From an optimization exercise on the open Yosys and OpenROAD flow, aimed at small area; shortcuts taken in it are not production practice.
Function was checked by simulation only, so behaviour that the tests miss may differ from the original.
No activity file was given, so power comes from the tool's default toggle rates.

## run 1
==> flow/design.v <==
module address_mem_encoder  #(
        parameter int unsigned output_width = 5,
        parameter int unsigned input_width  = 32
    )(
        input   logic                       clock, reset, we, clear,
        input   logic [input_width-1:0]     addr_in,
        output  logic [output_width-1:0]    addr_out,
        output  logic                       not_selected, address_conflict, free_space
    );
    localparam int unsigned N = 2**output_width;
    logic                       init;
    logic [output_width-1:0]    start_ptr, end_ptr;
    logic [N-1:0]               used;
    logic [output_width-1:0]    seq [N-1:0];
    logic [input_width-1:0]     data[N-1:0];
    logic [N-1:0]               sel, head, wsel, csel;
    logic                       do_write, do_clear;
    genvar i;
    generate
        for (i = 0; i < N; i = i + 1) begin : g_cmp
            assign sel[i]  = used[i] & (addr_in == data[i]);
            assign head[i] = ~used[i] & (seq[i] == start_ptr);
        end
    endgenerate
    logic [N-1:0] any_l [output_width:0];
    logic [N-1:0] mul_l [output_width:0];
    assign any_l[0] = sel;
    assign mul_l[0] = '0;
    genvar l, k;
    generate
        for (l = 0; l < output_width; l = l + 1) begin : g_lvl
            for (k = 0; k < (N >> (l+1)); k = k + 1) begin : g_node
                assign any_l[l+1][k] = any_l[l][2*k] | any_l[l][2*k+1];
                assign mul_l[l+1][k] = mul_l[l][2*k] | mul_l[l][2*k+1] |
                                       (any_l[l][2*k] & any_l[l][2*k+1]);
            end
            for (k = (N >> (l+1)); k < N; k = k + 1) begin : g_pad
                assign any_l[l+1][k] = 1'b0;
                assign mul_l[l+1][k] = 1'b0;
            end
        end
    endgenerate
    always_comb begin
        addr_out = '0;
        for (int j = 0; j < N; j = j + 1)
            if (sel[j]) addr_out = addr_out | j[output_width-1:0];
    end
    assign not_selected     = ~any_l[output_width][0];
    assign address_conflict = mul_l[output_width][0];
    assign free_space       = ~&used;
    assign do_write = we & ~init & free_space;
    assign do_clear = clear & ~init & ~do_write & ~not_selected & ~address_conflict;
    assign wsel     = head & {N{we & ~init}};
    assign csel     = sel  & {N{do_clear}};
    always_ff @(posedge clock)
        if (reset) begin
            init      <= 1'b1;
            start_ptr <= '0;
            end_ptr   <= '0;
        end else begin
            if (init) begin
                init    <= ~&end_ptr;
                end_ptr <= end_ptr + 1'b1;
            end else if (do_clear)
                end_ptr <= end_ptr + 1'b1;
            if (do_write)
                start_ptr <= start_ptr + 1'b1;
        end
    always_ff @(posedge clock)
        used <= reset ? '0 : ((used | wsel) & ~csel);
    logic [output_width-1:0] seq_d;
    logic [N-1:0]            seq_keep, seq_load;
    assign seq_keep = ~used & {N{~reset}};
    assign seq_load = csel | {N{reset}};
    generate
        for (i = 0; i < N; i = i + 1) begin : g_seq
            logic [output_width-1:0] ld;
            assign ld = reset ? i[output_width-1:0] : end_ptr;
            always_ff @(posedge clock)
                seq[i] <= (seq[i] & {output_width{seq_keep[i]}}) |
                          (ld     & {output_width{seq_load[i]}});
        end
    endgenerate
    generate
        for (i = 0; i < N; i = i + 1) begin : g_data
            always_ff @(posedge clock)
                data[i] <= (data[i] & {input_width{used[i]}}) |
                           (addr_in & {input_width{wsel[i]}});
        end
    endgenerate
endmodule
clock: 5.5 ns
lec_check: 0
cap_margin: 0
core_margin: 2
core_utilization: 65
cts_buf_list: sky130_fd_sc_hd__clkbuf_4
place_density: 0.8
setup_slack_margin: 0.05
slew_margin: 0
run.sh (not shown) runs the stock make flow with config.mk's settings and CLKGATE_MAP_FILE= SYNTH_SCRIPT=/design/flow/synth_recipe.tcl, a recipe that flattens the netlist after the stock synthesis.
Inputs modified between run 1 and run 2:
Settings: PLACE_DENSITY changed from 0.8 to 0.6; CORE_UTILIZATION changed from 65 to 45.
- Critical path depth on run 2 is up relative to run 1.
- Going from run 1 to run 2, clock network fraction of total power grows by 1.1 points.
- Delta (run 2 minus run 1): CTS buffer count has increased, sequential share of layout area has decreased, die outline width has increased, via count has decreased, power after layout has increased.
- The type of the setup path with the least slack comes out input port to primary output in one run and flop to primary output in the other, namely in run 2 and run 1 respectively.
- Summary: post-detailed-routing wire length, run 2 worse than run 1
Modified inputs, run 3 compared to run 2
Settings: changing CAP_MARGIN from 0 to 20; changing SETUP_SLACK_MARGIN from 0.05 to 0.15; changing SLEW_MARGIN from 0 to 20; removing CTS_BUF_LIST (formerly sky130_fd_sc_hd__clkbuf_4).
==> results.txt <==
Number of ports placed on the die boundary came out exactly the same in run 2 and run 3.
In the tables for run 2 and run 3, sequential share of layout area reads lower with run 3.
From run 2 to run 3 the numbers moved as follows: summed negative setup slack over all endpoints roughly the same, count of cells resized by post-cts repair now sits lower.

========
Setup of build 32:
Another version of the RTL of address_mem_encoder (not shown whole).
For scale: ~4100 cells after synthesis, ~1100 flip-flops, about 44 I/O pins, ~46000 µm² of cells after synthesis.
export LEC_CHECK = 0
export CAP_MARGIN = 0
export CORE_MARGIN = 2
export CORE_UTILIZATION = 68
export GPL_TIMING_DRIVEN = 0
export PLACE_DENSITY = 0.85
export SETUP_SLACK_MARGIN = 0.15
export SLEW_MARGIN = 0
export SYNTH_HIERARCHICAL = 1
export SYNTH_MINIMUM_KEEP_SIZE = 0
create_clock -name core_clock -period 5.5 [get_ports {clock}]
standard.sh (not shown) runs the stock make flow with config.mk's settings and CLKGATE_MAP_FILE= SYNTH_SCRIPT=/design/flow/synth_recipe.tcl, a recipe that flattens the netlist after the stock synthesis.
==> flow/flow/run.sh <==
#!/bin/bash
set -euo pipefail
bash standard.sh \
  "ABC_LOAD_IN_FF=1" \
  "CTS_ARGS=-sink_clustering_enable -repair_clock_nets -dont_use_dummy_load -sink_clustering_size 16 -sink_clustering_max_diameter 60 -buf_list sky130_fd_sc_hd__clkbuf_8" \
  "BUFFER_PORTS_ARGS=-buffer_cell sky130_fd_sc_hd__buf_2" \
  finish > flow_make.log 2>&1
Per the final summary, build 32 finished and its layout is clean on timing, DRC and antenna.
Input changes introduced in build 22 (baseline for comparison: build 32):
==> flow/flow/run.sh <==
#!/bin/bash
set -euo pipefail
bash standard.sh \
  "ABC_LOAD_IN_FF=1" \
  "BUFFER_PORTS_ARGS=-buffer_cell sky130_fd_sc_hd__buf_2" \
  "PRE_RESIZE_TCL=$PWD/flow/upsize_inputs.tcl" \
  "CTS_ARGS=-sink_clustering_enable -repair_clock_nets -dont_use_dummy_load -sink_clustering_size 24 -sink_clustering_max_diameter 80" \
  finish > flow_make.log 2>&1
==> flow/flow/upsize_inputs.tcl (new file) <==
# Before repair_design: give each addr_in port buffer (which drives a lookup
# bit of every slot) a stronger cell, so that it drives the net alone.
foreach port [get_ports addr_in*] {
  set net [get_nets -of_objects $port]
  foreach pin [get_pins -of_objects $net -filter "direction == input"] {
    set inst [get_cells -of_objects $pin]
    if {[get_property $inst ref_name] eq "sky130_fd_sc_hd__buf_2"} {
      replace_cell $inst sky130_fd_sc_hd__buf_8
    }
  }
}
Findings:
- Build 22 got as far as placement repair (3_4_place_resized), where a tool error ended the run.
- Build 32 -> build 22: net count of the mapped netlist delta 0, exact match
- Between build 22 and build 32, the synthesized cell count figures differ only marginally.
- Diff build 32..build 22 | global placement routability congestion | unchanged
- Delta (build 22 minus build 32): portion of the post-synthesis area used by sequential elements has remained practically unchanged, synthesized area per cell has remained practically unchanged, flop and latch count out of synthesis has remained practically unchanged.
- Comparing build 22 with build 32, the post-synthesis xor/xnor area fraction came out essentially unchanged.
- As far as number of flops mapped to enable cells by yosys goes, build 32 and build 22 are indistinguishable; the numbers are identical.
- From build 32 to build 22 the numbers moved as follows: overall die width has remained practically unchanged, mux share of post-synthesis cell area was more or less identical.
Setup changes, build 22 to build 15
Settings: removing GPL_TIMING_DRIVEN (formerly 0).
==> flow/flow/run.sh <==
#!/bin/bash
set -euo pipefail
bash standard.sh \
  "ABC_LOAD_IN_FF=1" \
  "CTS_ARGS=-sink_clustering_enable -repair_clock_nets -dont_use_dummy_load -sink_clustering_size 24 -sink_clustering_max_diameter 80" \
  "BUFFER_PORTS_ARGS=-buffer_cell sky130_fd_sc_hd__buf_2" \
  finish > flow_make.log 2>&1
removed: flow/flow/upsize_inputs.tcl
Notes after the runs:
- Looking at the reports, build 15 completed the entire flow and the layout it produced met the timing, DRC and antenna checks.
- From build 15 to build 22, average footprint of a synthesized cell did not move at all.
- Number of unique standard cell types used by synthesis: build 22 vs build 15 identical
- [compare] base=build 22 new=build 15: number of instances in the synthesized netlist shows no meaningful change, top-level I/O count was more or less identical, global placement routability congestion fell by about 3%.
- Any difference in number of enable flip-flop cells after synthesis between build 15 and build 22 is small enough to ignore.
- Comparing build 15 against build 22, there is no change at all in post-synthesis xor/xnor area fraction.
[inputs] build 31 vs build 15
Settings: an added GPL_TIMING_DRIVEN of 0.
## What came out
- Number of antenna violations at the first check in global routing on build 31 is up relative to build 15.
- Re power in combinational cells: build 15 was higher than build 31.
- Status: hold slack parity (build 31, build 15)
- Worst setup slack deteriorates in build 31 relative to build 15.
- Diff build 15..build 31 | number of logic stages on the critical path including buffering | unchanged
- On maximum single-stage delay on the critical path: between build 31 and build 15, it ends up lower for build 31.
- On post-route clock period utilization: between build 31 and build 15, it ends up lower for build 15.
[inputs] build 59 vs build 31
==> flow/flow/run.sh <==
#!/bin/bash
set -euo pipefail
bash standard.sh \
  "ABC_LOAD_IN_FF=1" \
  "BUFFER_PORTS_ARGS=-buffer_cell sky130_fd_sc_hd__buf_2" \
  "PRE_RESIZE_TCL=$PWD/flow/upsize_inputs.tcl" \
  "CTS_ARGS=-sink_clustering_enable -repair_clock_nets -dont_use_dummy_load -sink_clustering_size 24 -sink_clustering_max_diameter 80" \
  finish > flow_make.log 2>&1
==> flow/flow/upsize_inputs.tcl (new file) <==
# Before repair_design: give each addr_in port buffer (which drives a lookup
# bit of every slot) a stronger cell, so that it drives the net alone.
foreach bterm [[ord::get_db_block] getBTerms] {
  if {![string match {addr_in*} [$bterm getName]]} { continue }
  foreach iterm [[$bterm getNet] getITerms] {
    set inst [$iterm getInst]
    if {[[$inst getMaster] getName] eq "sky130_fd_sc_hd__buf_2"} {
      replace_cell [get_cells [$inst getName]] sky130_fd_sc_hd__buf_8
    }
  }
}
Summary of build 59 over build 31: worst setup margin picked up an extra 0.025 ns, cell area reported after detailed placement picked up an extra about 0.7%, routed metal-1 wire length neither gained nor lost much. Delta (build 59 minus build 31): worst endpoint data arrival time now smaller; final non-filler cell area stayed essentially flat; via count held. For build 59, the cell with the biggest individual delay on the critical path was sky130_fd_sc_hd__nor3_4, unlike build 31, where it was sky130_fd_sc_hd__buf_6. Compared with build 31, build 59 shows wire length that has gone up slightly.
--- input diff build 59..build 47 ---
Settings: a change of CORE_UTILIZATION from 68 to 76; a deleted GPL_TIMING_DRIVEN that had been 0; a change of PLACE_DENSITY from 0.85 to 0.9.
==> flow/flow/run.sh <==
#!/bin/bash
set -euo pipefail
bash standard.sh \
  "ABC_LOAD_IN_FF=1" \
  "CTS_ARGS=-sink_clustering_enable -repair_clock_nets -dont_use_dummy_load -sink_clustering_size 24 -sink_clustering_max_diameter 80" \
  "BUFFER_PORTS_ARGS=-buffer_cell sky130_fd_sc_hd__buf_2" \
  finish > flow_make.log 2>&1
removed: flow/flow/upsize_inputs.tcl
==> comparison <==
When build 47 is measured against build 59, its antenna diode count turns out 2 lower.
Looking at non-clock buffer count, build 47 sits above build 59.
Comparing the two runs side by side, build 47 comes out behind build 59 on post-detailed-routing wire length.
The fmax of build 59 and that of build 47 are within noise of each other.
Re total of hold buffers inserted after clock tree synthesis: no difference whatsoever between build 47 and build 59.
Build 47 vs. build 59: vias after detailed routing saw an increase; post-route standard cell area excluding fillers saw little to no change; register-to-register slack saw an increase; wire length on met3 saw an increase.

[static timing again, ports no longer ideal]
How much do the figures lean on ideal ports? The routed layouts below were timed once more, with nothing changed but the port constraints. Step 1 assumes that a clkbuf_16 drives the clock port and a buf_2 every other input. Step 2 moves the port delays by t, midway between the first and last clock arrival at a register: inputs arrive t later, outputs are due t later. That takes back most of the time a late clock gives input paths. a / b / c = ideal / step 1 / step 2; a / b = the first two.
run | t (ns) | setup WS [ns] | worst setup path after step 2 | clock arrival spread, ns | worst slew at a driven data input, ns
run 1 | 1.244 | 0.065 / 0.000 / 0.157 | input to output | 0.136 / 0.135 | 0.05
run 2 | 1.268 | 0.113 / 0.088 / 0.088 | input to output | 0.087 / 0.087 | 0.06
run 3 | 0.826 | 0.203 / 0.175 / 0.175 | input to output | 0.031 / 0.030 | 0.07
build 32 | 0.741 | 0.164 / 0.107 / -0.463 | input to register | 0.077 / 0.076 | 0.10
build 15 | 0.697 | 0.343 / 0.317 / 0.022 | input to register | 0.042 / 0.043 | 0.06
build 31 | 0.699 | 0.241 / 0.154 / -0.428 | input to register | 0.065 / 0.065 | 0.10
build 59 | 0.691 | 0.266 / 0.187 / -0.384 | input to register | 0.047 / 0.047 | 0.10
build 47 | 0.699 | 0.265 / 0.244 / -0.142 | input to register | 0.041 / 0.041 | 0.06
Met with ideal ports but missed after step 2: setup timing in build 32, build 31, build 59 and build 47. The setup slack of build 31, which loses most, moves by -0.087 ns with the drivers and by -0.669 ns with both steps.
